From an optimization exercise on the open Yosys and OpenROAD flow, aimed at a short achievable clock period and few clock cycles; shortcuts taken in it are not production practice.
The RTL was checked by simulation tests, not by an equivalence proof against the original design.
Power figures rest on the tool's default switching activity, not on a simulated workload.

File: flow/config.mk
export PLATFORM = sky130hd
export DESIGN_NAME = cpu
export DESIGN_NICKNAME = cpu
export VERILOG_FILES = /design/flow/design.v
export SDC_FILE = /design/flow/constraint.sdc
export NUM_CORES = 4
export LEC_CHECK = 0
export CAP_MARGIN = 20
export CORE_MARGIN = 2
export CORE_UTILIZATION = 35
export SETUP_SLACK_MARGIN = 4.0
export SLEW_MARGIN = 20
export SYNTH_HIERARCHICAL = 1
export TNS_END_PERCENT = 100
File: flow/constraint.sdc
create_clock -name core_clock -period 7.0 [get_ports {clk}]
set_input_delay 1.4000 -clock core_clock [delete_from_list [all_inputs] [get_ports {clk}]]
set_output_delay 1.4000 -clock core_clock [all_outputs]
set_load 0.01 [all_outputs]
File: flow/design.v
module cpu(clk, reset, read_data, mem_addr, mem_cmd, out, N, V, Z, w);
    input clk, reset;
    input [15:0] read_data;
    output [8:0] mem_addr;
    output [1:0] mem_cmd;
    output [15:0] out;
    output N, V, Z, w;
    function [16:0] ks16(input [15:0] a, input [15:0] b, input ci);
        reg [15:0] p, g0, p0, g1, p1, g2, p2, g3, p3, g4;
        integer i;
        begin
            p = a ^ b;
            g0 = a & b;
            g0[0] = (a[0] & b[0]) | (p[0] & ci);
            p0 = p;
            for (i = 0; i < 16; i = i + 1) begin
                g1[i] = (i >= 1) ? g0[i] | (p0[i] & g0[i-1]) : g0[i];
                p1[i] = (i >= 1) ? p0[i] & p0[i-1] : p0[i];
            end
            for (i = 0; i < 16; i = i + 1) begin
                g2[i] = (i >= 2) ? g1[i] | (p1[i] & g1[i-2]) : g1[i];
                p2[i] = (i >= 2) ? p1[i] & p1[i-2] : p1[i];
            end
            for (i = 0; i < 16; i = i + 1) begin
                g3[i] = (i >= 4) ? g2[i] | (p2[i] & g2[i-4]) : g2[i];
                p3[i] = (i >= 4) ? p2[i] & p2[i-4] : p2[i];
            end
            for (i = 0; i < 16; i = i + 1)
                g4[i] = (i >= 8) ? g3[i] | (p3[i] & g3[i-8]) : g3[i];
            ks16 = {g4[15], p ^ {g4[14:0], ci}};
        end
    endfunction
    function [8:0] inc9(input [8:0] x);
        reg [16:0] t;
        begin
            t = ks16({7'b0, x}, 16'b0, 1'b1);
            inc9 = t[8:0];
        end
    endfunction
    function [8:0] add_sx5(input [8:0] r, input [4:0] i);
        reg [16:0] lo, up, dn;
        reg [3:0] hi;
        begin
            lo = ks16({11'b0, r[4:0]}, {11'b0, i}, 1'b0);
            up = ks16({12'b0, r[8:5]}, 16'b0, 1'b1);
            dn = ks16({12'b0, r[8:5]}, 16'h000f, 1'b0);
            case ({i[4], lo[5]})
                2'b01: hi = up[3:0];
                2'b10: hi = dn[3:0];
                default: hi = r[8:5];
            endcase
            add_sx5 = {hi, lo[4:0]};
        end
    endfunction
    function [15:0] shinv(input [15:0] x, input [1:0] s, input inv);
        reg [15:0] y;
        begin
            case (s)
                2'b00: y = x;
                2'b01: y = {x[14:0], 1'b0};
                2'b10: y = {1'b0, x[15:1]};
                default: y = {x[15], x[15:1]};
            endcase
            shinv = y ^ {16{inv}};
        end
    endfunction
    function [15:0] sel16(input [127:0] v, input [7:0] s);
        integer j;
        begin
            sel16 = 16'b0;
            for (j = 0; j < 8; j = j + 1)
                sel16 = sel16 | (v[16*j +: 16] & {16{s[j]}});
        end
    endfunction
    function [8:0] sel9(input [71:0] v, input [7:0] s);
        integer j;
        begin
            sel9 = 9'b0;
            for (j = 0; j < 8; j = j + 1)
                sel9 = sel9 | (v[9*j +: 9] & {9{s[j]}});
        end
    endfunction
    function cond_ok(input [2:0] c, input [2:0] f);
        case (c)
            3'd0: cond_ok = 1'b1;
            3'd1: cond_ok = (f == 3'b001);
            3'd2: cond_ok = ~f[0];
            3'd3: cond_ok = (f == 3'b100) | (f == 3'b010);
            3'd4: cond_ok = (f == 3'b100) | (f == 3'b010) | (f == 3'b001);
            default: cond_ok = 1'b0;
        endcase
    endfunction
    reg [127:0] rf;             
    reg [2:0]  flags;           
    reg [15:0] ir;              
    reg        irv;             
    reg        hold;            
    reg        fq;              
    reg [8:0]  pc_f;            
    reg [8:0]  fa, fa1;         
    reg        fpred, fpret;    
    reg [8:0]  fptgt;           
    reg [3:0]  bv, bret;
    reg [35:0] bpc, btg;
    reg [1:0]  bptr;
    reg [8:0]  lr_pred;         
    reg        ld_q;            
    reg [7:0]  ld_wr;
    reg        halted;
    reg        w_q;
    reg [1:0]  cmd_q;
    reg        use_mem, use_jmp, use_pcf;
    reg [8:0]  mmem, mjmp, mmem_p;
    reg        use_mp;
    reg [15:0] sdata;
    reg        pA, pB, pD, pM, pT;   
    reg        y_ld, y_st, y_redir, y_halt, y_cmp, y_and, y_fast;
    reg [7:0]  y_wr, y_ldrd;
    reg        ev;
    reg [15:0] opA, opB, resA, resB;
    reg [7:0]  wE, wL;          
    reg [15:0] wld;
    reg        bypA, bypB, bypD;
    reg        cin;
    reg [7:0]  e_wr;            
    reg        e_fast;          
    reg [7:0]  e_ldrd;
    reg        e_and, e_cmp, e_ld, e_st, e_redir, e_halt;
    reg [7:0]  e_key;           
    reg        e_iret, e_call;
    reg [8:0]  e_ipc;
    reg        y_iret, y_call, y_bk, y_r7;
    reg        e_bk, e_r7;
    reg [8:0]  y_pc;
    assign mem_cmd = cmd_q;
    assign mem_addr = ({9{use_mem}} & mmem) | ({9{use_mp}} & mmem_p) | ({9{use_jmp}} & mjmp) |
                      ({9{use_pcf}} & pc_f);
    assign out = sdata;
    assign {V, N, Z} = flags;
    assign w = w_q;
    wire [15:0] A = bypA ? resA : opA;
    wire [15:0] B = bypB ? resB : opB;
    wire [16:0] sumc;
    ksadd16 ADD(.a(A), .b(B), .ci(cin), .s(sumc[15:0]), .co(sumc[16]));
    wire [15:0] sum = sumc[15:0];
    wire [15:0] e_res = e_and ? (A & B) : sum;
    wire zf = &(A ^ B);
    wire s15 = sum[15];
    wire same15 = (A[15] == B[15]);
    wire v1 = same15 & ~A[15];     
    wire v0 = same15 & A[15];      
    wire [2:0] flags_n = e_cmp ? {same15 & (s15 ^ A[15]), s15, zf} : flags;
    reg  [127:0] rf_n;          
    reg  [127:0] rf_fast;       
    integer k;
    always @(*) begin
        for (k = 0; k < 8; k = k + 1) begin
            rf_n[16*k +: 16] = wE[k] ? resA : wL[k] ? wld : rf[16*k +: 16];
            rf_fast[16*k +: 16] = (e_fast & e_wr[k]) ? opB : rf_n[16*k +: 16];
        end
    end
    wire arriving = fq & ~e_redir & ~e_halt & ~halted;
    wire [63:0] y0, y1, y2, y3, y4, y5, y6, y5b, y6b, y7;
    wire [7:0] mrn_oh;
    wire [71:0] maddr_k;
    dec3 MD(.x(read_data[10:8]), .y(mrn_oh));
    genvar gk;
    generate
        for (gk = 0; gk < 8; gk = gk + 1) begin : MA
            addk A(.r(rf_n[16*gk +: 9]), .i(read_data[4:0]), .s(maddr_k[9*gk +: 9]));
        end
    endgenerate
    wire [8:0] a_mem;
    sel8x9 MS(.v(maddr_k), .s(mrn_oh), .y(a_mem));
    dcore #(.CONE(1)) D1(.inst(read_data), .fa1(fa1), .fpred(fpred), .fpret(fpret), .fptgt(fptgt), .rf(rf_n),
              .rf_fast(rf_fast), .e_wr(e_wr), .e_fast(e_fast), .e_ld(e_ld), .e_ldrd(e_ldrd),
              .e_st(e_st), .e_key(e_key), .e_res(e_res), .e_cmp(e_cmp), .flags(flags), .s15(s15),
              .zf(zf), .v1(v1), .v0(v0), .sdata(out), .arriving(arriving), .hold(hold),
              .irv(irv), .ev(ev), .e_halt(e_halt), .halted(halted), .y_ld(y_ld), .y_st(y_st),
              .y_redir(y_redir), .y_halt(y_halt), .y_cmp(y_cmp), .y_and(y_and), .y_fast(y_fast),
              .y_wr(y_wr), .y_ldrd(y_ldrd), .pT(pT), .pM(pM), .y(y1));
    dcore #(.CONE(2)) D2(.inst(read_data), .fa1(fa1), .fpred(fpred), .fpret(fpret), .fptgt(fptgt), .rf(rf_n),
              .rf_fast(rf_fast), .e_wr(e_wr), .e_fast(e_fast), .e_ld(e_ld), .e_ldrd(e_ldrd),
              .e_st(e_st), .e_key(e_key), .e_res(e_res), .e_cmp(e_cmp), .flags(flags), .s15(s15),
              .zf(zf), .v1(v1), .v0(v0), .sdata(out), .arriving(arriving), .hold(hold),
              .irv(irv), .ev(ev), .e_halt(e_halt), .halted(halted), .y_ld(y_ld), .y_st(y_st),
              .y_redir(y_redir), .y_halt(y_halt), .y_cmp(y_cmp), .y_and(y_and), .y_fast(y_fast),
              .y_wr(y_wr), .y_ldrd(y_ldrd), .pT(pT), .pM(pM), .y(y2));
    dcore #(.CONE(3)) D3(.inst(read_data), .fa1(fa1), .fpred(fpred), .fpret(fpret), .fptgt(fptgt), .rf(rf_n),
              .rf_fast(rf_fast), .e_wr(e_wr), .e_fast(e_fast), .e_ld(e_ld), .e_ldrd(e_ldrd),
              .e_st(e_st), .e_key(e_key), .e_res(e_res), .e_cmp(e_cmp), .flags(flags), .s15(s15),
              .zf(zf), .v1(v1), .v0(v0), .sdata(out), .arriving(arriving), .hold(hold),
              .irv(irv), .ev(ev), .e_halt(e_halt), .halted(halted), .y_ld(y_ld), .y_st(y_st),
              .y_redir(y_redir), .y_halt(y_halt), .y_cmp(y_cmp), .y_and(y_and), .y_fast(y_fast),
              .y_wr(y_wr), .y_ldrd(y_ldrd), .pT(pT), .pM(pM), .y(y3));
    dcore #(.CONE(4)) D4(.inst(read_data), .fa1(fa1), .fpred(fpred), .fpret(fpret), .fptgt(fptgt), .rf(rf_n),
              .rf_fast(rf_fast), .e_wr(e_wr), .e_fast(e_fast), .e_ld(e_ld), .e_ldrd(e_ldrd),
              .e_st(e_st), .e_key(e_key), .e_res(e_res), .e_cmp(e_cmp), .flags(flags), .s15(s15),
              .zf(zf), .v1(v1), .v0(v0), .sdata(out), .arriving(arriving), .hold(hold),
              .irv(irv), .ev(ev), .e_halt(e_halt), .halted(halted), .y_ld(y_ld), .y_st(y_st),
              .y_redir(y_redir), .y_halt(y_halt), .y_cmp(y_cmp), .y_and(y_and), .y_fast(y_fast),
              .y_wr(y_wr), .y_ldrd(y_ldrd), .pT(pT), .pM(pM), .y(y4));
    dcore #(.CONE(5), .TK(1)) D5(.inst(read_data), .fa1(fa1), .fpred(fpred), .fpret(fpret), .fptgt(fptgt), .rf(rf_n),
              .rf_fast(rf_fast), .e_wr(e_wr), .e_fast(e_fast), .e_ld(e_ld), .e_ldrd(e_ldrd),
              .e_st(e_st), .e_key(e_key), .e_res(e_res), .e_cmp(e_cmp), .flags(flags), .s15(s15),
              .zf(zf), .v1(v1), .v0(v0), .sdata(out), .arriving(arriving), .hold(hold),
              .irv(irv), .ev(ev), .e_halt(e_halt), .halted(halted), .y_ld(y_ld), .y_st(y_st),
              .y_redir(y_redir), .y_halt(y_halt), .y_cmp(y_cmp), .y_and(y_and), .y_fast(y_fast),
              .y_wr(y_wr), .y_ldrd(y_ldrd), .pT(pT), .pM(pM), .y(y5));
    dcore #(.CONE(5), .TK(2)) D5b(.inst(read_data), .fa1(fa1), .fpred(fpred), .fpret(fpret), .fptgt(fptgt), .rf(rf_n),
              .rf_fast(rf_fast), .e_wr(e_wr), .e_fast(e_fast), .e_ld(e_ld), .e_ldrd(e_ldrd),
              .e_st(e_st), .e_key(e_key), .e_res(e_res), .e_cmp(e_cmp), .flags(flags), .s15(s15),
              .zf(zf), .v1(v1), .v0(v0), .sdata(out), .arriving(arriving), .hold(hold),
              .irv(irv), .ev(ev), .e_halt(e_halt), .halted(halted), .y_ld(y_ld), .y_st(y_st),
              .y_redir(y_redir), .y_halt(y_halt), .y_cmp(y_cmp), .y_and(y_and), .y_fast(y_fast),
              .y_wr(y_wr), .y_ldrd(y_ldrd), .pT(pT), .pM(pM), .y(y5b));
    dcore #(.CONE(6), .TK(1)) D6(.inst(read_data), .fa1(fa1), .fpred(fpred), .fpret(fpret), .fptgt(fptgt), .rf(rf_n),
              .rf_fast(rf_fast), .e_wr(e_wr), .e_fast(e_fast), .e_ld(e_ld), .e_ldrd(e_ldrd),
              .e_st(e_st), .e_key(e_key), .e_res(e_res), .e_cmp(e_cmp), .flags(flags), .s15(s15),
              .zf(zf), .v1(v1), .v0(v0), .sdata(out), .arriving(arriving), .hold(hold),
              .irv(irv), .ev(ev), .e_halt(e_halt), .halted(halted), .y_ld(y_ld), .y_st(y_st),
              .y_redir(y_redir), .y_halt(y_halt), .y_cmp(y_cmp), .y_and(y_and), .y_fast(y_fast),
              .y_wr(y_wr), .y_ldrd(y_ldrd), .pT(pT), .pM(pM), .y(y6));
    dcore #(.CONE(7), .TK(3)) D7(.inst(read_data), .fa1(fa1), .fpred(fpred), .fpret(fpret), .fptgt(fptgt), .rf(rf_n),
              .rf_fast(rf_fast), .e_wr(e_wr), .e_fast(e_fast), .e_ld(e_ld), .e_ldrd(e_ldrd),
              .e_st(e_st), .e_key(e_key), .e_res(e_res), .e_cmp(e_cmp), .flags(flags), .s15(s15),
              .zf(zf), .v1(v1), .v0(v0), .sdata(out), .arriving(arriving), .hold(hold),
              .irv(irv), .ev(ev), .e_halt(e_halt), .halted(halted), .y_ld(y_ld), .y_st(y_st),
              .y_redir(y_redir), .y_halt(y_halt), .y_cmp(y_cmp), .y_and(y_and), .y_fast(y_fast),
              .y_wr(y_wr), .y_ldrd(y_ldrd), .pT(pT), .pM(pM), .y(y7));
    wire [8:0] a_jmp = y1[8:0];
    wire [15:0] a_opB = y2[15:0];
    wire [15:0] a_opA = y3[31:16];
    wire [15:0] a_sdata = y3[15:0];
    wire [15:0] a_resB = y4[15:0];
    wire n_ld = y5[7], n_st = y5[6], n_halt = y5[4];
    wire tk_s0, tk_s1;
    takenm TKM(.c(read_data[10:8]), .flags(flags), .e_cmp(e_cmp), .zf(zf), .v1(v1), .v0(v0),
               .t0(tk_s0), .t1(tk_s1));
    wire [2:0] ytk0 = tk_s0 ? {y5b[11], y5b[10], y5b[5]} : {y5[11], y5[10], y5[5]};
    wire [2:0] ytk1 = tk_s1 ? {y5b[11], y5b[10], y5b[5]} : {y5[11], y5[10], y5[5]};
    wire [2:0] ytk = s15 ? ytk1 : ytk0;
    wire n_redir = ytk[0];
    wire [14:0] y5s = {y5[14:12], ytk[2:1], y5[9:0]};
    wire ev_n = y5[3], hz_n = y5[2], hold_n = y5[1], irv_n = y5[0];
    wire [7:0] c_wr = y6[63:56], c_ldrd = y6[55:48];
    wire c_cmp = y6[47], c_and = y6[46], c_fast = y6[45], d_bx = y6[43];
    wire c_bk = y6[44], c_r7 = y6[10];    
    wire y_redir_n = y7[0];             
    wire d_call = y6[42], a_bypA = y6[41], a_bypB = y6[40], a_bypD = y6[39];
    wire pA_n = y6[38], pB_n = y6[37], pD_n = y6[36], pM_n = y6[35], pT_n = y6[34];
    wire d_ldr = y6[33], d_str = y6[32], d_halt = y6[30], d_cmp = y6[29];
    wire d_and = y6[28], d_fastc = y6[27];
    wire [7:0] a_wr = y6[26:19], rd_oh = y6[18:11];
    wire halted_n = halted | e_halt;
    wire [15:0] src = ld_q ? read_data : resA;
    wire y_inv = (ir[15:11] == 5'b10101) | (ir[15:11] == 5'b10111);
    wire fetching = cmd_q[1] & ~e_ld;
    wire e_ins = (e_bk & e_redir) | e_r7;
    wire [3:0] bhit_p, bhit_j;
    btbhit BP(.bv(bv), .bpc(bpc), .a(pc_f), .hit(bhit_p));
    btbhit BJ(.bv(bv), .bpc(bpc), .a(mjmp), .hit(bhit_j));
    wire [3:0] bhit = use_jmp ? bhit_j : bhit_p;
    wire bpred = |bhit;
    wire bpret = |(bhit & bret);
    wire [8:0] btgt = bpret ? lr_pred : ({9{bhit[0]}} & btg[8:0]) | ({9{bhit[1]}} & btg[17:9]) |
                                        ({9{bhit[2]}} & btg[26:18]) | ({9{bhit[3]}} & btg[35:27]);
    wire [8:0] addr1 = use_jmp ? inc9(mjmp) : inc9(pc_f);
    wire [8:0] faddr = use_jmp ? mjmp : pc_f;
    always @(posedge clk) begin
        rf <= rf_n;
        wE <= e_wr;
        wL <= ld_wr;
        wld <= read_data;
        flags <= flags_n;
        resA <= e_res;
        fa <= faddr;
        fa1 <= addr1;
        fptgt <= btgt;
        if (e_call) lr_pred <= opB[8:0];
        resB <= a_resB;
        if (pA) opA <= src; else if (arriving) opA <= a_opA;
        if (pB) opB <= shinv(src, ir[4:3], y_inv); else if (arriving) opB <= a_opB;
        if (arriving & a_bypD & ~pD) sdata <= e_res;
        else if (pD) sdata <= src; else if (arriving) sdata <= a_sdata;
        if (arriving) mmem <= a_mem;
        mmem_p <= ld_q ? add_sx5(read_data[8:0], ir[4:0]) : add_sx5(resA[8:0], ir[4:0]);
        if (pT) mjmp <= src[8:0]; else if (arriving) mjmp <= a_jmp;
        bypA <= arriving & a_bypA;
        bypB <= arriving & a_bypB;
        bypD <= arriving & a_bypD;
        pA <= pA_n;
        pB <= pB_n;
        pD <= pD_n;
        pM <= pM_n;
        pT <= pT_n;
        if (arriving) begin
            ir <= read_data;
            y_bk <= c_bk;
            y_r7 <= c_r7;
            y_iret <= d_bx;
            y_call <= d_call;
            y_pc <= fa;
            y_ld <= d_ldr;
            y_st <= d_str;
            y_redir <= y_redir_n;
            y_halt <= d_halt;
            y_cmp <= d_cmp;
            y_and <= d_and;
            y_fast <= d_fastc;
            y_wr <= a_wr;
            y_ldrd <= rd_oh;
        end
        cin <= c_cmp;
        e_and <= c_and;
        e_fast <= c_fast;
        e_ldrd <= c_ldrd;
        e_bk <= ev_n & (hold ? y_bk : c_bk);
        e_r7 <= ev_n & (hold ? y_r7 : c_r7);
        e_iret <= hold ? y_iret : d_bx;
        e_ipc <= hold ? y_pc : fa;
        e_call <= ev_n & (hold ? y_call : d_call);
        e_key <= hold ? {ir[10:8], ir[4:0]} : {read_data[10:8], read_data[4:0]};
        if (reset) begin
            irv <= 1'b0;
            hold <= 1'b0;
            fq <= 1'b0;
            pc_f <= 9'd0;
            bv <= 4'b0;
            bptr <= 2'd0;
            fpred <= 1'b0;
            fpret <= 1'b0;
            ld_q <= 1'b0;
            ld_wr <= 8'b0;
            halted <= 1'b0;
            w_q <= 1'b0;
            cmd_q <= 2'b10;
            use_mem <= 1'b0;
            use_mp <= 1'b0;
            use_jmp <= 1'b0;
            use_pcf <= 1'b1;
            ev <= 1'b0;
            e_wr <= 8'b0;
            e_cmp <= 1'b0;
            e_ld <= 1'b0;
            e_st <= 1'b0;
            e_redir <= 1'b0;
            e_halt <= 1'b0;
        end else begin
            irv <= irv_n;
            hold <= hold_n;
            fq <= fetching & ~hz_n;
            pc_f <= (fetching & ~hz_n) ? (bpred ? btgt : addr1) : pc_f;
            if (fetching & ~hz_n) begin
                fpred <= bpred;
                fpret <= bpret;
            end
            if (e_ins) begin   
                bv[bptr] <= 1'b1;
                bret[bptr] <= e_iret;
                bpc[9*bptr +: 9] <= e_ipc;
                btg[9*bptr +: 9] <= mjmp;
                bptr <= bptr + 2'd1;
            end
            ld_q <= e_ld;
            ld_wr <= e_ld ? e_ldrd : 8'b0;
            halted <= halted_n;
            w_q <= y5s[14];
            ev <= ev_n;
            e_wr <= ev_n ? c_wr : 8'b0;
            e_cmp <= ev_n & c_cmp;
            e_ld <= n_ld;
            e_st <= n_st;
            e_redir <= n_redir;
            e_halt <= n_halt;
            {use_mem, use_mp, use_jmp, use_pcf, cmd_q} <= y5s[13:8];
        end
    end
endmodule
module dcore(inst, fa1, fpred, fpret, fptgt, rf, rf_fast, e_wr, e_fast, e_ld, e_ldrd, e_st,
             e_key, e_res, e_cmp, flags, s15, zf, v1, v0, sdata, arriving, hold, irv, ev,
             e_halt, halted, y_ld, y_st, y_redir, y_halt, y_cmp, y_and, y_fast, y_wr, y_ldrd,
             pT, pM, y);
    parameter CONE = 0;
    parameter TK = 0;       
    input [15:0] inst;
    input [8:0] fa1;
    input fpred, fpret;
    input [8:0] fptgt;
    input [127:0] rf, rf_fast;
    input [7:0] e_wr;
    input e_fast, e_ld;
    input [7:0] e_ldrd;
    input e_st;
    input [7:0] e_key;
    input [15:0] e_res;
    input e_cmp;
    input [2:0] flags;
    input s15, zf, v1, v0;
    input [15:0] sdata;
    input arriving, hold, irv, ev, e_halt, halted;
    input y_ld, y_st, y_redir, y_halt, y_cmp, y_and, y_fast;
    input [7:0] y_wr, y_ldrd;
    input pT, pM;
    output reg [63:0] y;
    function [16:0] ks16(input [15:0] a, input [15:0] b, input ci);
        reg [15:0] p, g0, p0, g1, p1, g2, p2, g3, p3, g4;
        integer i;
        begin
            p = a ^ b;
            g0 = a & b;
            g0[0] = (a[0] & b[0]) | (p[0] & ci);
            p0 = p;
            for (i = 0; i < 16; i = i + 1) begin
                g1[i] = (i >= 1) ? g0[i] | (p0[i] & g0[i-1]) : g0[i];
                p1[i] = (i >= 1) ? p0[i] & p0[i-1] : p0[i];
            end
            for (i = 0; i < 16; i = i + 1) begin
                g2[i] = (i >= 2) ? g1[i] | (p1[i] & g1[i-2]) : g1[i];
                p2[i] = (i >= 2) ? p1[i] & p1[i-2] : p1[i];
            end
            for (i = 0; i < 16; i = i + 1) begin
                g3[i] = (i >= 4) ? g2[i] | (p2[i] & g2[i-4]) : g2[i];
                p3[i] = (i >= 4) ? p2[i] & p2[i-4] : p2[i];
            end
            for (i = 0; i < 16; i = i + 1)
                g4[i] = (i >= 8) ? g3[i] | (p3[i] & g3[i-8]) : g3[i];
            ks16 = {g4[15], p ^ {g4[14:0], ci}};
        end
    endfunction
    function [8:0] inc9(input [8:0] x);
        reg [16:0] t;
        begin
            t = ks16({7'b0, x}, 16'b0, 1'b1);
            inc9 = t[8:0];
        end
    endfunction
    function [8:0] add_sx5(input [8:0] r, input [4:0] i);
        reg [16:0] lo, up, dn;
        reg [3:0] hi;
        begin
            lo = ks16({11'b0, r[4:0]}, {11'b0, i}, 1'b0);
            up = ks16({12'b0, r[8:5]}, 16'b0, 1'b1);
            dn = ks16({12'b0, r[8:5]}, 16'h000f, 1'b0);
            case ({i[4], lo[5]})
                2'b01: hi = up[3:0];
                2'b10: hi = dn[3:0];
                default: hi = r[8:5];
            endcase
            add_sx5 = {hi, lo[4:0]};
        end
    endfunction
    function [15:0] shinv(input [15:0] x, input [1:0] s, input inv);
        reg [15:0] y;
        begin
            case (s)
                2'b00: y = x;
                2'b01: y = {x[14:0], 1'b0};
                2'b10: y = {1'b0, x[15:1]};
                default: y = {x[15], x[15:1]};
            endcase
            shinv = y ^ {16{inv}};
        end
    endfunction
    function [15:0] sel16(input [127:0] v, input [7:0] s);
        integer j;
        begin
            sel16 = 16'b0;
            for (j = 0; j < 8; j = j + 1)
                sel16 = sel16 | (v[16*j +: 16] & {16{s[j]}});
        end
    endfunction
    function [8:0] sel9(input [71:0] v, input [7:0] s);
        integer j;
        begin
            sel9 = 9'b0;
            for (j = 0; j < 8; j = j + 1)
                sel9 = sel9 | (v[9*j +: 9] & {9{s[j]}});
        end
    endfunction
    function cond_ok(input [2:0] c, input [2:0] f);
        case (c)
            3'd0: cond_ok = 1'b1;
            3'd1: cond_ok = (f == 3'b001);
            3'd2: cond_ok = ~f[0];
            3'd3: cond_ok = (f == 3'b100) | (f == 3'b010);
            3'd4: cond_ok = (f == 3'b100) | (f == 3'b010) | (f == 3'b001);
            default: cond_ok = 1'b0;
        endcase
    endfunction
    reg  [127:0] shv;           
    reg  [71:0]  addr_k;        
    reg  [71:0]  base_k;
    integer k;
    wire [2:0] opc = inst[15:13];
    wire [1:0] op = inst[12:11];
    wire [2:0] rn = inst[10:8], rd = inst[7:5], rm = inst[2:0];
    wire [1:0] sh = inst[4:3];
    wire [4:0] im5 = inst[4:0];
    wire d_movi = (opc == 3'b110) & (op == 2'b10);
    wire d_movr = (opc == 3'b110) & (op == 2'b00);
    wire d_add  = (opc == 3'b101) & (op == 2'b00);
    wire d_cmp  = (opc == 3'b101) & (op == 2'b01);
    wire d_and  = (opc == 3'b101) & (op == 2'b10);
    wire d_mvn  = (opc == 3'b101) & (op == 2'b11);
    wire d_ldr  = (opc == 3'b011) & (op == 2'b00);
    wire d_str  = (opc == 3'b100) & (op == 2'b00);
    wire d_b    = (opc == 3'b001) & (op == 2'b00);
    wire d_bl   = (opc == 3'b010) & (op == 2'b11) & (rn == 3'b111);
    wire d_blx  = (opc == 3'b010) & (op == 2'b10) & (rn == 3'b111);
    wire d_bx   = (opc == 3'b010) & (op == 2'b00) & (rn == 3'b000);
    wire d_halt = ~(d_movi | d_movr | d_add | d_cmp | d_and | d_mvn | d_ldr | d_str |
                    d_b | d_bl | d_blx | d_bx);
    wire d_regA = d_add | d_cmp | d_and;                    
    wire d_regB = d_movr | d_add | d_cmp | d_and | d_mvn;   
    wire d_inv  = d_cmp | d_mvn;
    wire d_mem  = d_ldr | d_str;
    wire d_tgt  = d_bx | (d_blx & (rd != 3'b111));          
    wire d_fwd  = d_ldr & e_st & (inst[10:8] == e_key[7:5]) & (inst[4:0] == e_key[4:0]);
    wire [7:0] rd_oh = 8'b1 << rd;
    wire [7:0] rn_oh = 8'b1 << rn;
    wire [7:0] rm_oh = 8'b1 << rm;
    always @(*) begin
        for (k = 0; k < 8; k = k + 1) begin
            shv[16*k +: 16] = shinv(rf[16*k +: 16], sh, d_inv);
            base_k[9*k +: 9] = rf_fast[16*k +: 9];
            addr_k[9*k +: 9] = add_sx5(rf[16*k +: 9], im5);
        end
    end
    wire [15:0] rA = sel16(rf, rn_oh);
    wire [15:0] rD = sel16(rf, rd_oh);
    wire [15:0] rMs = sel16(shv, rm_oh);
    wire [15:0] sx8 = {{8{inst[7]}}, inst[7:0]};
    wire [15:0] a_opA = d_regA ? rA : 16'b0;
    wire [15:0] a_opB = d_movi ? sx8 : (d_bl | d_blx) ? {7'b0, fa1} : d_fwd ? sdata : rMs;
    wire e_wr_rn = |(e_wr & rn_oh);
    wire e_wr_rm = |(e_wr & rm_oh);
    wire e_wr_rd = |(e_wr & rd_oh);
    wire a_bypA = d_regA & e_wr_rn;
    wire a_bypB = d_regB & e_wr_rm;
    wire [15:0] a_resB = shinv(e_res, sh, d_inv);
    wire [15:0] a_sdata = rD;
    wire tk_old = cond_ok(rn, flags);
    wire tk1 = cond_ok(rn, {v1, 1'b1, zf});
    wire tk0 = cond_ok(rn, {v0, 1'b0, zf});
    wire taken = (TK == 1) ? 1'b0 : (TK == 2) ? 1'b1 : (TK == 3) ? tk_old :
                 e_cmp ? (s15 ? tk1 : tk0) : tk_old;
    wire r7_mis = (rf_fast[16*7 +: 9] != fptgt);
    wire a_redir = fpred ? (fpret ? r7_mis : ~taken) : (d_b & taken) | d_bl | d_blx | d_bx;
    wire a_ins = ~fpred & ((d_b & taken & inst[7]) | (d_bx & (rd == 3'b111)));
    wire [8:0] a_mem = sel9(addr_k, rn_oh);
    wire [16:0] br_s = ks16({7'b0, fa1}, {7'b0, sx8[8:0]}, 1'b0);
    wire [8:0] a_jmp = (fpred & ~fpret) ? fa1 :
                       (d_b | d_bl) ? br_s[8:0] : d_tgt ? sel9(base_k, rd_oh) : fa1;
    wire a_hz = (d_mem & e_wr_rn) | (d_tgt & e_wr_rd & ~e_fast);
    wire hz_n = arriving & a_hz;
    wire hold_n = arriving & (e_ld | a_hz);
    wire [7:0] pend = e_ld ? e_ldrd : e_wr;     
    wire [7:0] a_wr = d_movi ? rn_oh :
                      (d_movr | d_add | d_and | d_mvn | d_fwd) ? rd_oh :
                      (d_bl | d_blx) ? 8'b1000_0000 : 8'b0;
    wire c_ld    = hold ? y_ld : d_ldr & ~d_fwd;
    wire c_st    = hold ? y_st : d_str;
    wire c_redir = hold ? (y_redir | pT) : a_redir;
    wire c_halt  = hold ? y_halt : d_halt;
    wire c_cmp   = hold ? y_cmp : d_cmp;
    wire c_and   = hold ? y_and : d_and;
    wire c_fast  = hold ? y_fast : (d_movi | d_bl | d_blx | d_fwd);
    wire [7:0] c_wr   = hold ? y_wr : a_wr;
    wire [7:0] c_ldrd = hold ? y_ldrd : rd_oh;
    wire irv_n = arriving | (irv & ~ev);
    wire ev_n = irv_n & ~e_ld & ~e_halt & ~halted & ~hz_n;
    wire halted_n = halted | e_halt;
    wire n_ld = ev_n & c_ld, n_st = ev_n & c_st, n_redir = ev_n & c_redir;
    wire n_halt = ev_n & c_halt;
    wire [7:0] pend_m = pend;
    wire bz = halted_n | n_halt;
    wire u_mem = ~bz & (n_ld | n_st) & ~pM;
    wire u_mp = ~bz & (n_ld | n_st) & pM;
    wire u_jmp = ~bz & n_redir;
    wire u_pcf = bz | ~(n_ld | n_st | n_redir);
    wire cmd1 = ~bz & ~n_st;
    wire cmd0 = ~bz & n_st;
    always @(*) begin
        y = 64'b0;
        case (CONE)
            0: y[8:0] = a_mem;
            1: y[8:0] = a_jmp;
            2: y[15:0] = a_opB;
            3: y[31:0] = {a_opA, a_sdata};
            4: y[15:0] = a_resB;
            5: y[14:0] = {bz, u_mem, u_mp, u_jmp, u_pcf, cmd1, cmd0,
                          n_ld, n_st, n_redir, n_halt, ev_n, hz_n, hold_n, irv_n};
            7: y[0] = a_redir;
            default: y[63:0] = {c_wr, c_ldrd, c_cmp, c_and, c_fast, ~fpred & d_b & inst[7], d_bx, d_bl | d_blx,
                                a_bypA, a_bypB, e_wr_rd,
                                hold_n & d_regA & |(rn_oh & pend), hold_n & d_regB & |(rm_oh & pend),
                                hold_n & |(rd_oh & pend), hold_n & d_mem & |(rn_oh & pend),
                                hold_n & d_tgt & |(rd_oh & pend),
                                d_ldr, d_str, a_redir, d_halt, d_cmp, d_and,
                                d_movi | d_bl | d_blx, a_wr, rd_oh, ~fpred & d_bx & (rd == 3'b111), 10'b0};
        endcase
    end
endmodule
module dec3(x, y);
    input [2:0] x;
    output [7:0] y;
    assign y = 8'b1 << x;
endmodule
module sel8x9(v, s, y);
    input [71:0] v;
    input [7:0] s;
    output [8:0] y;
    assign y = (v[8:0] & {9{s[0]}}) | (v[17:9] & {9{s[1]}}) | (v[26:18] & {9{s[2]}}) |
               (v[35:27] & {9{s[3]}}) | (v[44:36] & {9{s[4]}}) | (v[53:45] & {9{s[5]}}) |
               (v[62:54] & {9{s[6]}}) | (v[71:63] & {9{s[7]}});
endmodule
module addk(r, i, s);
    input [8:0] r;
    input [4:0] i;
    output [8:0] s;
    wire [4:0] lo;
    wire c5;
    add5 L(.a(r[4:0]), .b(i), .s(lo), .co(c5));
    wire [3:0] up = r[8:5] + 4'd1;
    wire [3:0] dn = r[8:5] - 4'd1;
    wire [3:0] hi;
    hisel H(.r(r[8:5]), .up(up), .dn(dn), .neg(i[4]), .c(c5), .y(hi));
    assign s = {hi, lo};
endmodule
module add5(a, b, s, co);
    input [4:0] a, b;
    output [4:0] s;
    output co;
    wire [4:0] g = a & b;
    wire [4:0] t = a | b;
    wire c1 = a[0] & b[0];
    wire c2 = g[1] | (t[1] & a[0] & b[0]);
    wire c3 = g[2] | (t[2] & a[1] & b[1]) | (t[2] & t[1] & a[0] & b[0]);
    wire c4 = g[3] | (t[3] & a[2] & b[2]) | (t[3] & t[2] & a[1] & b[1]) |
              (t[3] & t[2] & t[1] & a[0] & b[0]);
    assign co = g[4] | (t[4] & a[3] & b[3]) | (t[4] & t[3] & a[2] & b[2]) |
                (t[4] & t[3] & t[2] & a[1] & b[1]) | (t[4] & t[3] & t[2] & t[1] & a[0] & b[0]);
    assign s = (a ^ {c4, c3, c2, c1, 1'b0}) ^ b;
endmodule
module hisel(r, up, dn, neg, c, y);
    input [3:0] r, up, dn;
    input neg, c;
    output [3:0] y;
    assign y = (neg == c) ? r : c ? up : dn;
endmodule
module takenm(c, flags, e_cmp, zf, v1, v0, t0, t1);
    input [2:0] c, flags;
    input e_cmp, zf, v1, v0;
    output t0, t1;
    wire [4:0] cand;
    tkcand TC(.c(c), .flags(flags), .v1(v1), .v0(v0), .cand(cand));
    tksel TS0(.cand(cand), .e_cmp(e_cmp), .s15(1'b0), .zf(zf), .t(t0));
    tksel TS1(.cand(cand), .e_cmp(e_cmp), .s15(1'b1), .zf(zf), .t(t1));
endmodule
module tkcand(c, flags, v1, v0, cand);
    input [2:0] c, flags;
    input v1, v0;
    output [4:0] cand;      
    function cond_ok(input [2:0] cc, input [2:0] f);
        case (cc)
            3'd0: cond_ok = 1'b1;
            3'd1: cond_ok = (f == 3'b001);
            3'd2: cond_ok = ~f[0];
            3'd3: cond_ok = (f == 3'b100) | (f == 3'b010);
            3'd4: cond_ok = (f == 3'b100) | (f == 3'b010) | (f == 3'b001);
            default: cond_ok = 1'b0;
        endcase
    endfunction
    assign cand = {cond_ok(c, flags), cond_ok(c, {v1, 1'b1, 1'b1}), cond_ok(c, {v1, 1'b1, 1'b0}),
                   cond_ok(c, {v0, 1'b0, 1'b1}), cond_ok(c, {v0, 1'b0, 1'b0})};
endmodule
module tksel(cand, e_cmp, s15, zf, t);
    input [4:0] cand;
    input e_cmp, s15, zf;
    output t;
    assign t = ~e_cmp ? cand[4] : s15 ? (zf ? cand[3] : cand[2]) : (zf ? cand[1] : cand[0]);
endmodule
module ksadd16(a, b, ci, s, co);
    input [15:0] a, b;
    input ci;
    output [15:0] s;
    output co;
    wire [15:0] g0, t0;
    wire [15:0] g1, t1, g2, t2, g3, t3, g4, t4;
    genvar i;
    generate
        for (i = 0; i < 16; i = i + 1) begin : GP
            if (i == 0) begin : B0
                gp0 U(.a(a[0]), .b(b[0]), .ci(ci), .g(g0[0]), .t(t0[0]));
            end else begin : BI
                gp U(.a(a[i]), .b(b[i]), .g(g0[i]), .t(t0[i]));
            end
        end
        for (i = 0; i < 16; i = i + 1) begin : L1
            if (i >= 1) begin : N
                pgnode U(.gh(g0[i]), .th(t0[i]), .gl(g0[i-1]), .tl(t0[i-1]), .g(g1[i]), .t(t1[i]));
            end else begin : W
                assign g1[i] = g0[i];
                assign t1[i] = t0[i];
            end
        end
        for (i = 0; i < 16; i = i + 1) begin : L2
            if (i >= 2) begin : N
                pgnode U(.gh(g1[i]), .th(t1[i]), .gl(g1[i-2]), .tl(t1[i-2]), .g(g2[i]), .t(t2[i]));
            end else begin : W
                assign g2[i] = g1[i];
                assign t2[i] = t1[i];
            end
        end
        for (i = 0; i < 16; i = i + 1) begin : L3
            if (i >= 4) begin : N
                pgnode U(.gh(g2[i]), .th(t2[i]), .gl(g2[i-4]), .tl(t2[i-4]), .g(g3[i]), .t(t3[i]));
            end else begin : W
                assign g3[i] = g2[i];
                assign t3[i] = t2[i];
            end
        end
        for (i = 0; i < 16; i = i + 1) begin : L4
            if (i >= 8) begin : N
                pgnode U(.gh(g3[i]), .th(t3[i]), .gl(g3[i-8]), .tl(t3[i-8]), .g(g4[i]), .t(t4[i]));
            end else begin : W
                assign g4[i] = g3[i];
                assign t4[i] = t3[i];
            end
        end
        for (i = 0; i < 16; i = i + 1) begin : SUM
            if (i == 0) begin : B0
                sumbit U(.a(a[0]), .b(b[0]), .c(ci), .s(s[0]));
            end else begin : BI
                sumbit U(.a(a[i]), .b(b[i]), .c(g4[i-1]), .s(s[i]));
            end
        end
    endgenerate
    assign co = g4[15];
endmodule
module gp0(a, b, ci, g, t);
    input a, b, ci;
    output g, t;
    assign g = (a & b) | ((a | b) & ci);
    assign t = 1'b0;
endmodule
module gp(a, b, g, t);
    input a, b;
    output g, t;
    assign g = a & b;
    assign t = a | b;
endmodule
module pgnode(gh, th, gl, tl, g, t);
    input gh, th, gl, tl;
    output g, t;
    assign g = gh | (th & gl);
    assign t = th & tl;
endmodule
module sumbit(a, b, c, s);
    input a, b, c;
    output s;
    assign s = a ^ b ^ c;
endmodule
module btbhit(bv, bpc, a, hit);
    input [3:0] bv;
    input [35:0] bpc;
    input [8:0] a;
    output [3:0] hit;
    assign hit = {bv[3] & (bpc[35:27] == a), bv[2] & (bpc[26:18] == a),
                  bv[1] & (bpc[17:9] == a), bv[0] & (bpc[8:0] == a)};
endmodule
File: flow/run.sh
#!/bin/bash
# synth_recipe.tcl (not shown) runs the flow's synth.tcl, then flattens the netlist and writes it again
# the make line also repeats each setting of config.mk as NAME=value (left out here)
make -C /OpenROAD-flow-scripts/flow DESIGN_CONFIG=/design/flow/config.mk WORK_HOME=/design/flow/orfs CLKGATE_MAP_FILE= SYNTH_SCRIPT=/design/flow/synth_recipe.tcl finish
==> results of run 1 <==
-- metal layers --
metal | vias to the layer above | part of all wire [%]
li1 | 16000 | -
met1 | 17700 | 40
met2 | 2140 | 42
met3 | 581 | 9.9
met4 | 2 | 7.8
met5 | - | 0.0096
-- state kept, by name, indices dropped and copies added (netlist names), 9 cells and up --
name and cells:
opB 16, lr_pred 9, mmem_p 9, bpc 36, fptgt 9, mmem 9
fa 9, btg 36, opA 16, ir 12, mjmp 9, pc_f 9
wld 16, resB 16, y_pc 9, sdata 16, resA 16, e_ipc 9
rf 128, fa1 9
-- area by class of cell --
| cell class | count | area (sq um) | area share (%) |
|---|---|---|---|
| Antenna cell | 1 | 2.50 | 0.00505 |
| Clock buffer | 80 | 1620 | 3.28 |
| Clock inverter | 27 | 375 | 0.758 |
| Inverter | 182 | 696 | 1.40 |
| Multi-Input combinational cell | 3233 | 26800 | 54.2 |
| Sequential cell | 520 | 12500 | 25.3 |
| Tap cell | 1512 | 1890 | 3.82 |
| Timing Repair Buffer | 485 | 5590 | 11.3 |
-- layout by cell type, fill, tap and decap left out, types with 25 or more instances in the layout --
cell type / n
a21o_1: 57
a21oi_1: 89
a221oi_1: 32
a22oi_1: 83
and2_1: 54
buf_12: 47
buf_16: 25
buf_4: 304
buf_6: 32
clkbuf_16: 70
dfxtp_1: 283
edfxtp_1: 202
ha_1: 61
inv_1: 179
mux2_2: 177
mux2_4: 48
mux2i_1: 520
mux4_2: 40
nand2_1: 410
nand2b_1: 25
nand3_1: 48
nand4_1: 49
nor2_1: 118
nor2b_1: 37
nor3_1: 28
nor3_2: 25
o21ai_0: 206
o21ai_1: 104
o21ai_2: 42
o22a_1: 42
o22ai_1: 48
xnor2_1: 249
xor2_1: 50
-- power breakdown --
part	switching [W]	leakage (nW)	internal (W)	total (W)
combinational	0.00385	13.8	0.00305	0.00690
sequential	0.000568	4.53	0.00379	0.00436
clock	0.00139	0.982	0.00188	0.00327
-- path summary, 6_finish.rpt --
check	startpoint	to	slack [ns]	cells after the start
hold reg to reg	ld_wr[1]	wL[1]	0.32	0
setup / recovery	read_data[4]	opB[7]	3.80	10
hold / removal	ld_wr[1]	wL[1]	0.32	0
setup reg to reg	wL[5]	mmem[6]	3.83	13
-- timing repair --
action / 4_1_cts / 5_1_grt
cloned: 26 / 15
resized for setup: 458 / 264
pin swaps: 49 / 96
setup endpoints to repair: 212 / 93
setup buffers: 120 / 101
-- metrics by stage --
step | instances | utilization [%] | power [W]
after floorplan | 4311 | - | 0.00828
after global placement | 5670 | 36.9 | 0.0101
after detailed placement | 5670 | 36.9 | 0.0102
after CTS | 5923 | 41.4 | 0.0139
after global routing | 6039 | 43.3 | 0.0151
final | 6040 | 43.3 | 0.0145
==> results_dict.tcl, run 1 <==
set metrics [dict create \
    die_h_um 344 \
    path_max_fanout 27 \
    place_congestion 0.974 \
    drv_cap 0 \
    holdBufCountCts 0 \
    grt_pass1_vias 33800 \
    rows 124 \
    setup.worst_path.class "in -> reg" \
    rsz0062_at_grt "yes" \
    vias_per_cell 6.03 \
    grt_use_total_pct 26.5 \
    cp_cell_sequence "clkbuf_16 -> inv_8 -> buf_16 -> mux4_2 -> xnor2_1 -> a211oi_2 -> a31oi_1 -> a211o_1 -> inv_1 -> o21ai_1" \
    core_sq_mm 0.114 \
    tightest_slew_ns 1.10 \
    ir_drop_v 0.000291 \
    nNetsFinal 4573 \
    clkTransAtPathRegs_ns 0.07 \
    clk_latency_ns 0.67 \
    syn_to_final_growth_pct 22.6 \
    hold_viol 0 \
    fp.dieW_um 344 \
    drt_wl_total_mm 167 \
    ios 49 \
    wire_per_inst_um 27.7 \
    clockBufferDepth 3 \
    hpwl_mm 107 \
    final.fill_count 10900 \
    use_met2_pct 40.0 \
    place_area_sq_mm 0.0422 \
    required_ns 7.38 \
    fin_area_sq_mm 0.0495 \
    cts_sinks 520 \
    numCtsBuffers 57 \
    grt.met1_usage_pct 35.0 \
    globalRouteMet3Util_pct 5.28 \
    cts-root-buf "clkbuf_16" \
    slew_violations 0 \
    critical_path_buf_inv_count 4 \
    syn_area_sq_mm 0.0404 \
    status "complete, no violations" \
    drc 0 \
    whs_ns 0.316 \
    start_util_pct 35.3 \
    maxSlewHeadroom_pct 26.6 \
    crit_path_end_kind "register" \
    grt-busiest-layer "met2" \
    syn_avg_cell_area_sq_um 9.38 \
    grt_pass1_wl_mm 234 \
    grt_remaining_overflow 0 \
    cp_top_family "compound AO/OA/AOI/OAI gates" \
    drt-pass1-iter-count 6 \
    grt_max_degree 73 \
    yosys_warnings 16 \
    antenna_found_initial 4 \
    crit_arrival_ns 3.57 \
    clock_skew_ns 0.0427 \
    post-place-ws_ns 2.18 \
    drive_gt1_share_pct 27.6 \
    worstSetupStartpointType "input port" \
    p_leak_nw 19.3 \
    tns_ns 0 \
    die-area_sq_mm 0.118 \
    fin_ws_ns 3.80 \
    cts_tree "built" \
    power_density_mw_per_mm2 293 \
    syn-instance-count 4309 \
    ant_nets 0 \
    vias 36400 \
    timing.final.crit_share_pct 45.6 \
    period_minus_slack_ns 3.20 \
    setup_viol 0 \
    cpPeakStageDelay_ns 0.38 \
    cpMaxStageDelayCell "mux4_2" \
    drt_iter0_drc 4204 \
    hold_path_class "reg -> reg" \
    htree_levels 2 \
    portBuffers 48 \
    clock.fmax_ghz 0.313 \
]
Testbench counts, summed over its fixed seeds: cycles 20,667.
==> inputs of run 2 (changes only) <==
--- a/flow/config.mk
+++ b/flow/config.mk
@@ -7,7 +7,8 @@
 export LEC_CHECK = 0
 export CAP_MARGIN = 20
 export CORE_MARGIN = 2
-export CORE_UTILIZATION = 35
+export CORE_UTILIZATION = 45
+export PLACE_DENSITY = 0.65
 export SETUP_SLACK_MARGIN = 4.0
 export SLEW_MARGIN = 20
 export SYNTH_HIERARCHICAL = 1
==> results_dict.tcl, run 2 <==
set metrics [dict create \
    slew_violations 0 \
    worstSetupStartpointType "register" \
    syn_avg_cell_area_sq_um 9.38 \
    path_max_fanout 6 \
    cts_tree "built" \
    crit_arrival_ns 3.72 \
    setup_viol 0 \
    largest_reg_flops 128 \
    tns_ns 0 \
    drc 0 \
    syn_area_sq_mm 0.0404 \
    drt_iter0_drc 4863 \
    clock.fmax_ghz 0.310 \
    vias 36900 \
    whs_ns 0.326 \
    die_h_um 304 \
    syn_to_final_growth_pct 22.3 \
    period_minus_slack_ns 3.23 \
    ir_drop_v 0.000295 \
    htree_levels 2 \
    multi_input_area_sq_mm 0.0271 \
    ios 49 \
    hold_path_class "reg -> reg" \
    maxSlewHeadroom_pct 27.6 \
    grt_remaining_overflow 0 \
    antenna_found_initial 7 \
    cts_sinks 520 \
    die-area_sq_mm 0.0922 \
    power_w 0.0147 \
    cts-root-buf "clkbuf_16" \
    core_sq_mm 0.0886 \
    grt_use_total_pct 32.9 \
    hold_viol 0 \
    place_area_sq_mm 0.0416 \
    final_util_pct 55.7 \
    vias_per_cell 6.50 \
    drt_wl_total_mm 165 \
    grt_pass1_wl_mm 229 \
    numCtsBuffers 58 \
    fin_area_sq_mm 0.0494 \
    yosys_warnings 16 \
    clock_skew_ns 0.0373 \
    reg_top3 "rf x128, bpc x36, btg x36" \
    grt_pass1_vias 34000 \
    layout_commonest_cell "mux2i_1" \
    grt_max_degree 82 \
    drt-pass1-iter-count 9 \
    regArea_sq_mm 0.0125 \
    ant_nets 0 \
    clkTransAtPathRegs_ns 0.07 \
    required_ns 7.49 \
    cpMaxStageDelayCell "o21ai_0" \
    place_congestion 1.03 \
    regMostFlops "rf" \
    start_util_pct 45.6 \
    syn-instance-count 4309 \
    fp.dieW_um 304 \
    setup.worst_path.class "reg -> reg" \
    crit_path_end_kind "register" \
    power_density_mw_per_mm2 299 \
    portBuffers 48 \
    cpPeakStageDelay_ns 0.56 \
    timing.final.crit_share_pct 46.1 \
    rsz0062_at_grt "yes" \
    hpwl_mm 104 \
    nNetsFinal 4565 \
    clk_latency_ns 0.67 \
    tightest_slew_ns 1.08 \
    drv_cap 0 \
    drive_gt1_share_pct 28.3 \
    p_leak_nw 19.4 \
    cp_cell_sequence "buf_12 -> buf_4 -> mux2i_1 -> o21ai_1 -> buf_4 -> mux2i_1 -> o21ai_0 -> nand2_1 -> a21oi_1 -> o32a_1 -> inv_1 -> o21ai_0" \
    status "complete, no violations" \
    rows 109 \
    clockBufferDepth 3 \
    holdBufCountCts 0 \
    layout_common_cells "mux2i_1, nand2_1, buf_4" \
    wire_per_inst_um 28.9 \
    final.fill_count 7645 \
]
run 2: per-stage QoR:
stage | instances | setup WS, ns
3_5_place_dp | 5301 | 2.22
2_1_floorplan | 4311 | 2.78
5_1_grt | 5685 | 3.77
6_report | 5687 | 3.77
4_1_cts | 5563 | 3.82
3_3_place_gp | 5301 | 2.25
run 2: area by class of cell:
cell class | count | share of cell area [%]
diodes | 2 | 0.0101
inverters | 182 | 1.42
clock buffers | 75 | 3.38
multi-input cells | 3233 | 54.8
well taps | 1165 | 2.95
clock inverters | 34 | 0.871
flip-flops and latches | 520 | 25.4
repair buffers | 475 | 11.2
repair inverters | 1 | 0.0177
run 2: path summary, 6_finish.rpt:
check                start     end  slack, ns  cells past startpoint
setup reg to reg     wL[7]  opB[5]       3.77                     12
setup / recovery     wL[7]  opB[5]       3.77                     12
hold reg to reg   ld_wr[4]   wL[4]       0.33                      0
hold / removal    ld_wr[4]   wL[4]       0.33                      0
run 2: power breakdown:
| part | switching (W) | leakage, nW | internal [W] | total, W |
|---|---|---|---|---|
| Combinational | 0.00381 | 13.8 | 0.00312 | 0.00693 |
| Sequential | 0.000613 | 4.54 | 0.00379 | 0.00441 |
| Clock | 0.00142 | 1.02 | 0.00199 | 0.00341 |
| Total | 0.00584 | 19.4 | 0.00890 | 0.0147 |
run 2: what timing repair did:
item | 4_1_cts | 5_1_grt
endpoints found under the setup margin | 170 | 169
resized for setup | 496 | 292
pin swaps | 84 | 116
setup buffers | 128 | 108
cloned | 25 | 14
run 2: routing by layer:
layer  global-route usage (%)  wire length (um)  part of all wire, %
met5                        0                54                0.033
met4                     22.3             14000                  8.5
met3                     6.82             18000                   11
met2                     49.8             70600                   43
met1                     42.2             61800                   38
run 2: worst max-delay path, delay by kind of cell, from the launching register on:
family	cells	cell delay [ns]
buffers and inverters	4	0.63
and+or+nand+nor	1	0.12
AOI/OAI and AO/OA	5	1.73
muxes	2	0.20
DFF	1	0.38
==> inputs of run 3 (changes only) <==
--- a/flow/design.v
+++ b/flow/design.v
@@ -529,7 +529,7 @@
     end
     wire [15:0] rA = sel16(rf, rn_oh);
     wire [15:0] rD = sel16(rf, rd_oh);
-    wire [15:0] rMs = sel16(shv, rm_oh);
+    wire [15:0] rMs = shinv(sel16(rf, rm_oh), sh, d_inv);
     wire [15:0] sx8 = {{8{inst[7]}}, inst[7:0]};
     wire [15:0] a_opA = d_regA ? rA : 16'b0;
     wire [15:0] a_opB = d_movi ? sx8 : (d_bl | d_blx) ? {7'b0, fa1} : d_fwd ? sdata : rMs;
--- a/flow/config.mk
+++ b/flow/config.mk
@@ -7,8 +7,7 @@
 export LEC_CHECK = 0
 export CAP_MARGIN = 20
 export CORE_MARGIN = 2
-export CORE_UTILIZATION = 45
-export PLACE_DENSITY = 0.65
+export CORE_UTILIZATION = 35
 export SETUP_SLACK_MARGIN = 4.0
 export SLEW_MARGIN = 20
 export SYNTH_HIERARCHICAL = 1
==> results_dict.tcl, run 3 <==
set metrics [dict create \
    status "complete, no violations" \
    start_util_pct 35.3 \
    path_max_fanout 8 \
    wl_met1_mm 58.6 \
    drv_cap 0 \
    syn_avg_cell_area_sq_um 9.50 \
    wire_per_inst_um 26.2 \
    regArea_sq_mm 0.0125 \
    drive_gt1_share_pct 23.7 \
    layout_common_cells "mux2i_1, nand2_1, dfxtp_1" \
    dp.cells 5162 \
    maxSlewHeadroom_pct 26.3 \
    cts_sinks 520 \
    ir_drop_v 0.000202 \
    largest_reg_flops 128 \
    drt_iter0_drc 4103 \
    power_w 0.0135 \
    p_leak_nw 17.1 \
    post-place-ws_ns 2.02 \
    place_congestion 0.927 \
    grt_max_degree 77 \
    grt_use_total_pct 25.1 \
    rows 119 \
    syn-instance-count 3926 \
    power_density_mw_per_mm2 304 \
    syn_area_sq_mm 0.0373 \
    grt_remaining_overflow 0 \
    required_ns 7.35 \
    nNetsFinal 4110 \
    drc 0 \
    wl_met3_mm 13.5 \
    worstSetupStartpointType "input port" \
    p_clk_share_pct 24.6 \
    critPathLaunch "read_data[2]" \
    clkTransAtPathRegs_ns 0.06 \
    antenna_found_initial 7 \
    final_cell_count_no_fill 5458 \
    cts_tree "built" \
    rsz0062_at_grt "yes" \
    syn_to_final_growth_pct 18.9 \
    switching_share_pct 38.9 \
    reg_top3 "rf x128, bpc x36, btg x36" \
    numCtsBuffers 59 \
    routed.top_layer "met5" \
    reg2reg_slack_ns 3.86 \
    final.fill_count 10000 \
    r2r_start "wL[5]" \
    hold_path_class "reg -> reg" \
    tightest_slew_ns 1.11 \
    die-area_sq_mm 0.109 \
    whs_ns 0.326 \
    htree_levels 2 \
    period_minus_slack_ns 3.15 \
    ff2ff_path_depth 14 \
    drt-pass1-iter-count 6 \
    grt_pass1_vias 30300 \
    wl_met2_mm 61.3 \
    yosys_warnings 16 \
    setup_viol 0 \
    drt_wl_total_mm 143 \
    crit_path_end_kind "register" \
    die_h_um 331 \
    ant_nets 0 \
    clock.fmax_ghz 0.318 \
    intPower_w 0.00826 \
    pwr-share-seq_pct 32.7 \
    layout_commonest_cell "mux2i_1" \
    clk_latency_ns 0.66 \
    power_frac_comb_pct 42.7 \
    vias_per_cell 5.95 \
    fp.dieW_um 331 \
    clockBufferDepth 3 \
    setup.worst_path.class "in -> reg" \
    hold_viol 0 \
    hpwl_mm 92.1 \
    multi_input_area_sq_mm 0.0234 \
    portBuffers 48 \
    timing.final.crit_share_pct 45.0 \
    rr_endpoint "opB[7]" \
    clock_skew_ns 0.0487 \
    vias 32500 \
    crit_arrival_ns 3.50 \
    power.switching_w 0.00525 \
    ios 49 \
    regMostFlops "rf" \
    core_sq_mm 0.106 \
    cts-root-buf "clkbuf_16" \
    fin_ws_ns 3.85 \
    slew_violations 0 \
    grt_pass1_wl_mm 205 \
    tns_ns 0 \
    crit_end "mmem[6]" \
]
## run 3: power groups by stage
stage	clock network, W	registers [W]	logic, W
floorplan	0	0.00406	0.00378
global placement	0	0.00455	0.00488
detailed placement	0	0.00456	0.00497
CTS	0.00335	0.00437	0.00543
global route	0.00346	0.00444	0.00613
finish	0.00333	0.00442	0.00576
## run 3: metal layers
metal / vias to the layer above / global-route usage, %
li1: 14400 / -
met4: 8 / 14.3
met3: 480 / 4.56
met5: - / 0
met1: 15700 / 33.6
met2: 1873 / 38.0
## run 3: area by class of cell
cell class                 count  share of cell area [%]
antenna                        2                  0.0113
clock buffer                  78                    3.65
clock inverter                32                   0.933
inverter                     182                    1.57
multi-input combinational   2890                    52.8
sequential                   520                    28.2
tap                         1391                    3.92
timing repair buffer         363                    8.95
## run 3: how the worst min path moves through the flow
stage	from	to	slack (ns)	cells after the start
2_1_floorplan	ld_wr[0]	wL[0]	0.31	0
3_3_place_gp	ld_wr[1]	wL[1]	0.31	0
3_5_place_dp	ld_wr[7]	wL[7]	0.31	0
4_1_cts	ld_wr[7]	wL[7]	0.33	0
5_1_grt	ld_wr[3]	wL[3]	0.33	0
6_report	ld_wr[1]	wL[1]	0.33	0
## run 3: worst max-delay path, stage by stage
cell and delay [ns]:
buf_16 0.14, buf_16 0.16, o2111ai_2 0.18, o211ai_2 0.16
maj3_2 0.35, maj3_4 0.42, mux2i_1 0.17, mux2i_1 0.11
a22oi_1 0.23, nand4_1 0.15
## run 3: repair_timing
item | CTS | global route
pin swaps | 53 | 59
hold buffers | 0 | 0
buffers inserted | 117 | 44
endpoints found under the setup margin | 189 | 99
resized for setup | 343 | 160
cloned | 20 | 3
## run 3: stage by stage
step           utilization (%)  cell area, sq um
2_1_floorplan                -             37700
3_3_place_gp              36.8             38800
3_5_place_dp              36.8             38800
4_1_cts                   41.0             43300
5_1_grt                   42.0             44400
6_report                  42.0             44400
Testbench counts of run 3, summed over its fixed seeds: cycles 20,667.
==> inputs of run 4 (changes only) <==
--- a/flow/config.mk
+++ b/flow/config.mk
@@ -7,7 +7,7 @@
 export LEC_CHECK = 0
 export CAP_MARGIN = 20
 export CORE_MARGIN = 2
-export CORE_UTILIZATION = 35
+export CORE_UTILIZATION = 30
 export SETUP_SLACK_MARGIN = 4.0
 export SLEW_MARGIN = 20
 export SYNTH_HIERARCHICAL = 1
==> results_dict.tcl, run 4 <==
set metrics [dict create \
    routed.top_layer "met5" \
    ir_drop_v 0.000225 \
    nNetsFinal 4145 \
    grt_pass1_vias 30600 \
    start_util_pct 30.2 \
    required_ns 5.60 \
    die_h_um 357 \
    htree_levels 2 \
    wl_met2_mm 62.3 \
    ant_nets 0 \
    cts_sinks 520 \
    tightest_slew_ns 1.12 \
    wire_per_inst_um 24.9 \
    layout_commonest_cell "mux2i_1" \
    clockBufferDepth 3 \
    antenna_found_initial 2 \
    grt_use_total_pct 21.5 \
    drt_iter0_drc 4179 \
    layout_common_cells "mux2i_1, nand2_1, dfxtp_1" \
    largest_reg_flops 128 \
    clkTransAtPathRegs_ns 0.06 \
    maxSlewHeadroom_pct 25.6 \
    hpwl_mm 93.1 \
    wl_met1_mm 58.5 \
    cts-root-buf "clkbuf_16" \
    worstSetupStartpointType "register" \
    drive_gt1_share_pct 25.7 \
    antennaDiodeCount 0 \
    rows 129 \
    slew_violations 0 \
    clk_latency_ns 0.67 \
    syn_to_final_growth_pct 21.1 \
    critical_path_buf_inv_count 1 \
    syn-instance-count 3926 \
    hold_path_class "reg -> reg" \
    status "complete, no violations" \
    ios 49 \
    final_cell_count_no_fill 5736 \
    drv_cap 0 \
    die-area_sq_mm 0.127 \
    cts_tree "built" \
    portBuffers 48 \
    clock.fmax_ghz 0.320 \
    cpPeakStageDelay_ns 0.53 \
    syn_avg_cell_area_sq_um 9.50 \
    r2r_start "resA[2]" \
    setup_viol 0 \
    cp_top_family "flip-flops" \
    numCtsBuffers 59 \
    p_leak_nw 17.3 \
    drc 0 \
    yosys_warnings 16 \
    crit_arrival_ns 1.73 \
    vias 32600 \
    cp_cell_sequence "a22oi_1 -> nand3_1 -> buf_2" \
    grt_pass1_wl_mm 207 \
    timing.final.crit_share_pct 44.7 \
    crit_path_end_kind "output port" \
    syn_area_sq_mm 0.0373 \
    core_sq_mm 0.124 \
    setup.worst_path.class "reg -> out" \
    critPathLaunch "mmem[7]" \
    drt-pass1-iter-count 7 \
    path_max_fanout 1 \
    grt_max_degree 77 \
    place_congestion 0.921 \
    rsz0062_at_grt "yes" \
    power_density_mw_per_mm2 301 \
    reg_top3 "rf x128, bpc x36, btg x36" \
    vias_per_cell 5.68 \
    wl_met3_mm 12.8 \
    holdCritStartpoint "ld_wr[3]" \
    drt_wl_total_mm 143 \
    regMostFlops "rf" \
    grt_remaining_overflow 0 \
    period_minus_slack_ns 3.13 \
    tns_ns 0 \
    hold_viol 0 \
    dp.cells 5400 \
    clock_skew_ns 0.0400 \
    fp.dieW_um 357 \
    cpMaxStageDelayCell "edfxtp_1" \
]
==> run 4: where the power goes <==
| part | total [W] | internal [W] | switching (W) |
|---|---|---|---|
| clock network | 0.00321 | 0.00182 | 0.00139 |
| logic | 0.00598 | 0.00265 | 0.00332 |
| registers | 0.00444 | 0.00381 | 0.000630 |
==> run 4: worst reg2reg max path, cell delays in order, from the launching register on <==
cell and delay, ns:
dfxtp_2 0.48, mux2_4 0.35, buf_4 0.14, or2_1 0.24, and2_4 0.18, a21o_1 0.19, a21o_1 0.17, a21o_1 0.16
xor3_2 0.28, mux2i_4 0.44, nor2b_1 0.09, a211o_1 0.28
==> run 4: layout make-up <==
cell class	count	area, sq um
Clock buffer	79	1670
Clock inverter	30	288
Sequential cell	520	12500
Fill cell	12400	78400
Timing Repair Buffer	397	4130
Tap cell	1637	2050
Multi-Input combinational cell	2891	23800
Inverter	182	698
==> run 4: through the flow <==
stage               total power (W)  hold slack, ns  worst slack (ns)  util, %  cell area [sq um]
floorplan                   0.00783           0.310              2.78        -              37700
global placement            0.00947           0.313              2.21     31.6              39100
global route                 0.0142           0.328              3.80     36.6              45200
CTS                          0.0131           0.325              3.80     35.2              43500
detailed placement          0.00955           0.315              2.18     31.6              39100
finish                       0.0136           0.330              3.87     36.6              45200
==> run 4: repair_timing <==
action	4_1_cts	5_1_grt
endpoints found under the setup margin	226	106
pin swaps	71	98
setup buffers	138	71
gates resized for setup	354	234
gates cloned	12	5
hold buffers	0	0
==> run 4: path summary, 6_finish.rpt <==
kind                 end  slack, ns  cells past startpoint
min                wL[3]       0.33                      0
max reg2reg      use_pcf       3.90                     11
max          mem_addr[7]       3.87                      3
min reg2reg        wL[3]       0.33                      0
==> run 4: metal layers <==
metal	up-vias	global-route usage (%)
met2	1841	32.8
met1	15800	28.3
met5	-	0
li1	14400	-
met4	4	12.4
met3	441	3.99
==> inputs of run 5 (changes only) <==
--- a/flow/config.mk
+++ b/flow/config.mk
@@ -7,7 +7,7 @@
 export LEC_CHECK = 0
 export CAP_MARGIN = 20
 export CORE_MARGIN = 2
-export CORE_UTILIZATION = 30
+export CORE_UTILIZATION = 25
 export SETUP_SLACK_MARGIN = 4.0
 export SLEW_MARGIN = 20
 export SYNTH_HIERARCHICAL = 1
==> results_dict.tcl, run 5 <==
set metrics [dict create \
    crit_path_end_kind "register" \
    crit_arrival_ns 3.68 \
    largest_reg_flops 128 \
    drt_wl_total_mm 144 \
    grt_pass1_wl_mm 206 \
    tns_ns 0 \
    slew_violations 0 \
    cp_top_family "multiplexers" \
    maxSlewHeadroom_pct 25.5 \
    place_congestion 0.935 \
    drt_iter0_drc 3957 \
    status "complete, no violations" \
    rows 141 \
    cp_cell_sequence "buf_12 -> mux2_4 -> ha_1 -> nand4_1 -> nor4_2 -> buf_4 -> mux2_4 -> nand3_4 -> o311ai_4 -> mux2i_4 -> nor2b_1 -> a211o_1" \
    vias 32500 \
    power_density_mw_per_mm2 299 \
    grt_use_total_pct 17.8 \
    grt_max_degree 77 \
    layout_commonest_cell "mux2i_1" \
    htree_levels 2 \
    syn_to_final_growth_pct 20.8 \
    timing.final.crit_share_pct 45.1 \
    clockBufferDepth 3 \
    clock_skew_ns 0.0260 \
    setup_viol 0 \
    grt_remaining_overflow 0 \
    core_sq_mm 0.148 \
    nNetsFinal 4120 \
    drc 0 \
    drive_gt1_share_pct 24.3 \
    syn_area_sq_mm 0.0373 \
    ant_nets 0 \
    portBuffers 48 \
    ir_drop_v 0.000209 \
    layout_common_cells "mux2i_1, nand2_1, dfxtp_1" \
    critical_path_buf_inv_count 2 \
    whs_ns 0.327 \
    path_max_fanout 8 \
    drv_cap 0 \
    post-place-ws_ns 2.15 \
    vias_per_cell 5.42 \
    antenna_found_initial 5 \
    die-area_sq_mm 0.152 \
    tightest_slew_ns 1.09 \
    drt-pass1-iter-count 7 \
    setup.worst_path.class "reg -> reg" \
    crit_top_cell "mux2_4" \
    wire_per_inst_um 24.0 \
    fin_ws_ns 3.84 \
    wl_met1_mm 57.5 \
    ios 49 \
    cts_sinks 520 \
    numCtsBuffers 59 \
    wl_met3_mm 13.2 \
    worstSetupStartpointType "register" \
    period_minus_slack_ns 3.16 \
    hold_path_class "reg -> reg" \
    rsz0062_at_grt "yes" \
    grt_pass1_vias 30400 \
    power_w 0.0135 \
    clock.fmax_ghz 0.317 \
    wl_met2_mm 63.8 \
    cpMaxStageDelayCell "dfxtp_4" \
    hold_viol 0 \
    yosys_warnings 16 \
    p_leak_nw 17.1 \
    cts-root-buf "clkbuf_16" \
    clk_latency_ns 0.65 \
    hpwl_mm 94.3 \
    syn_avg_cell_area_sq_um 9.50 \
    routed.top_layer "met5" \
    holdBufCountCts 0 \
    start_util_pct 25.2 \
    required_ns 7.52 \
    clkTransAtPathRegs_ns 0.07 \
    regMostFlops "rf" \
    fp.dieW_um 390 \
    die_h_um 390 \
    syn-instance-count 3926 \
    cpPeakStageDelay_ns 0.37 \
    cts_tree "built" \
    reg_top3 "rf x128, bpc x36, btg x36" \
]
[run 5: changes by cell type in the layout (fill, tap and decap cells not counted), moves of 6 or more]
cell       previous run  this run
buf_4               270       242
o21ai_0             215       235
clkbuf_16            65        76
and2_4               13         5
mux2_2              120       128
mux2_4               53        45
o21ai_1              71        63
and2_2               15        21
buf_12               36        30
nand2_1             375       369
o21ai_2              31        25
o21ai_4               8         2
[run 5: layout make-up]
type / count / area, sq um
Fill cell: 15100 / 103000
Multi-Input combinational cell: 2890 / 23500
Antenna cell: 1 / 2.50
Clock buffer: 86 / 1800
Timing Repair Buffer: 373 / 4020
Tap cell: 1930 / 2410
Inverter: 182 / 702
Sequential cell: 520 / 12500
Clock inverter: 23 / 140
[run 5: stage by stage]
step                utilization (%)  std cells  area [sq um]
CTS                            29.6       5933         43800
global placement               26.7       5700         39500
detailed placement             26.7       5702         39500
floorplan                         -       3928         37700
global route                   30.5       6005         45100
finish                         30.5       6005         45100
[run 5: final timing paths]
kind / startpoint / slack (ns) / depth (start not counted) / to
max: bypA / 3.84 / 12 / use_pcf
min: ld_wr[4] / 0.33 / 0 / wL[4]
max reg2reg: bypA / 3.84 / 12 / use_pcf
min reg2reg: ld_wr[4] / 0.33 / 0 / wL[4]
[run 5: what timing repair did]
item,in CTS,in global routing
pin swaps,67,70
gates resized for setup,398,137
gates cloned,11,11
endpoints found under the setup margin,171,108
buffers inserted,111,59
[run 5: where the power goes]
| group | total [W] | switching, W | internal, W |
|---|---|---|---|
| Sequential | 0.00444 | 0.000634 | 0.00381 |
| Clock | 0.00316 | 0.00138 | 0.00178 |
| Combinational | 0.00589 | 0.00329 | 0.00260 |
[run 5: metal layers]
metal  track usage [%]  vias to the layer above
li1                  -                    14400
met2              28.0                     1925
met4              10.0                        6
met5                 0                        -
met1              23.1                    15700
met3              3.02                      484

re-timing with driven ports:
How much do the figures lean on ideal ports? The routed layouts below were timed once more, with nothing changed but the port constraints.
Step 1, drivers: a clkbuf_16 drives clk and a buf_2 each remaining input, both assumed.
Step 2 times the ports against the registers' clock, not the clock port: input delays grow and output delays shrink by t, the midpoint of the rising clock arrivals with the driver on.
Slacks: ideal ports / drivers / drivers and shift; pairs: ideal ports / drivers.
run	t (ns)	setup slack, ns
run 1	0.724	3.805 / 3.583 / 2.858
run 2	0.725	3.771 / 3.684 / 2.959
run 3	0.707	3.852 / 3.582 / 2.876
run 4	0.730	3.871 / 3.787 / 3.078
run 5	0.720	3.842 / 3.749 / 3.029
After both steps setup and hold are still met in every run listed.
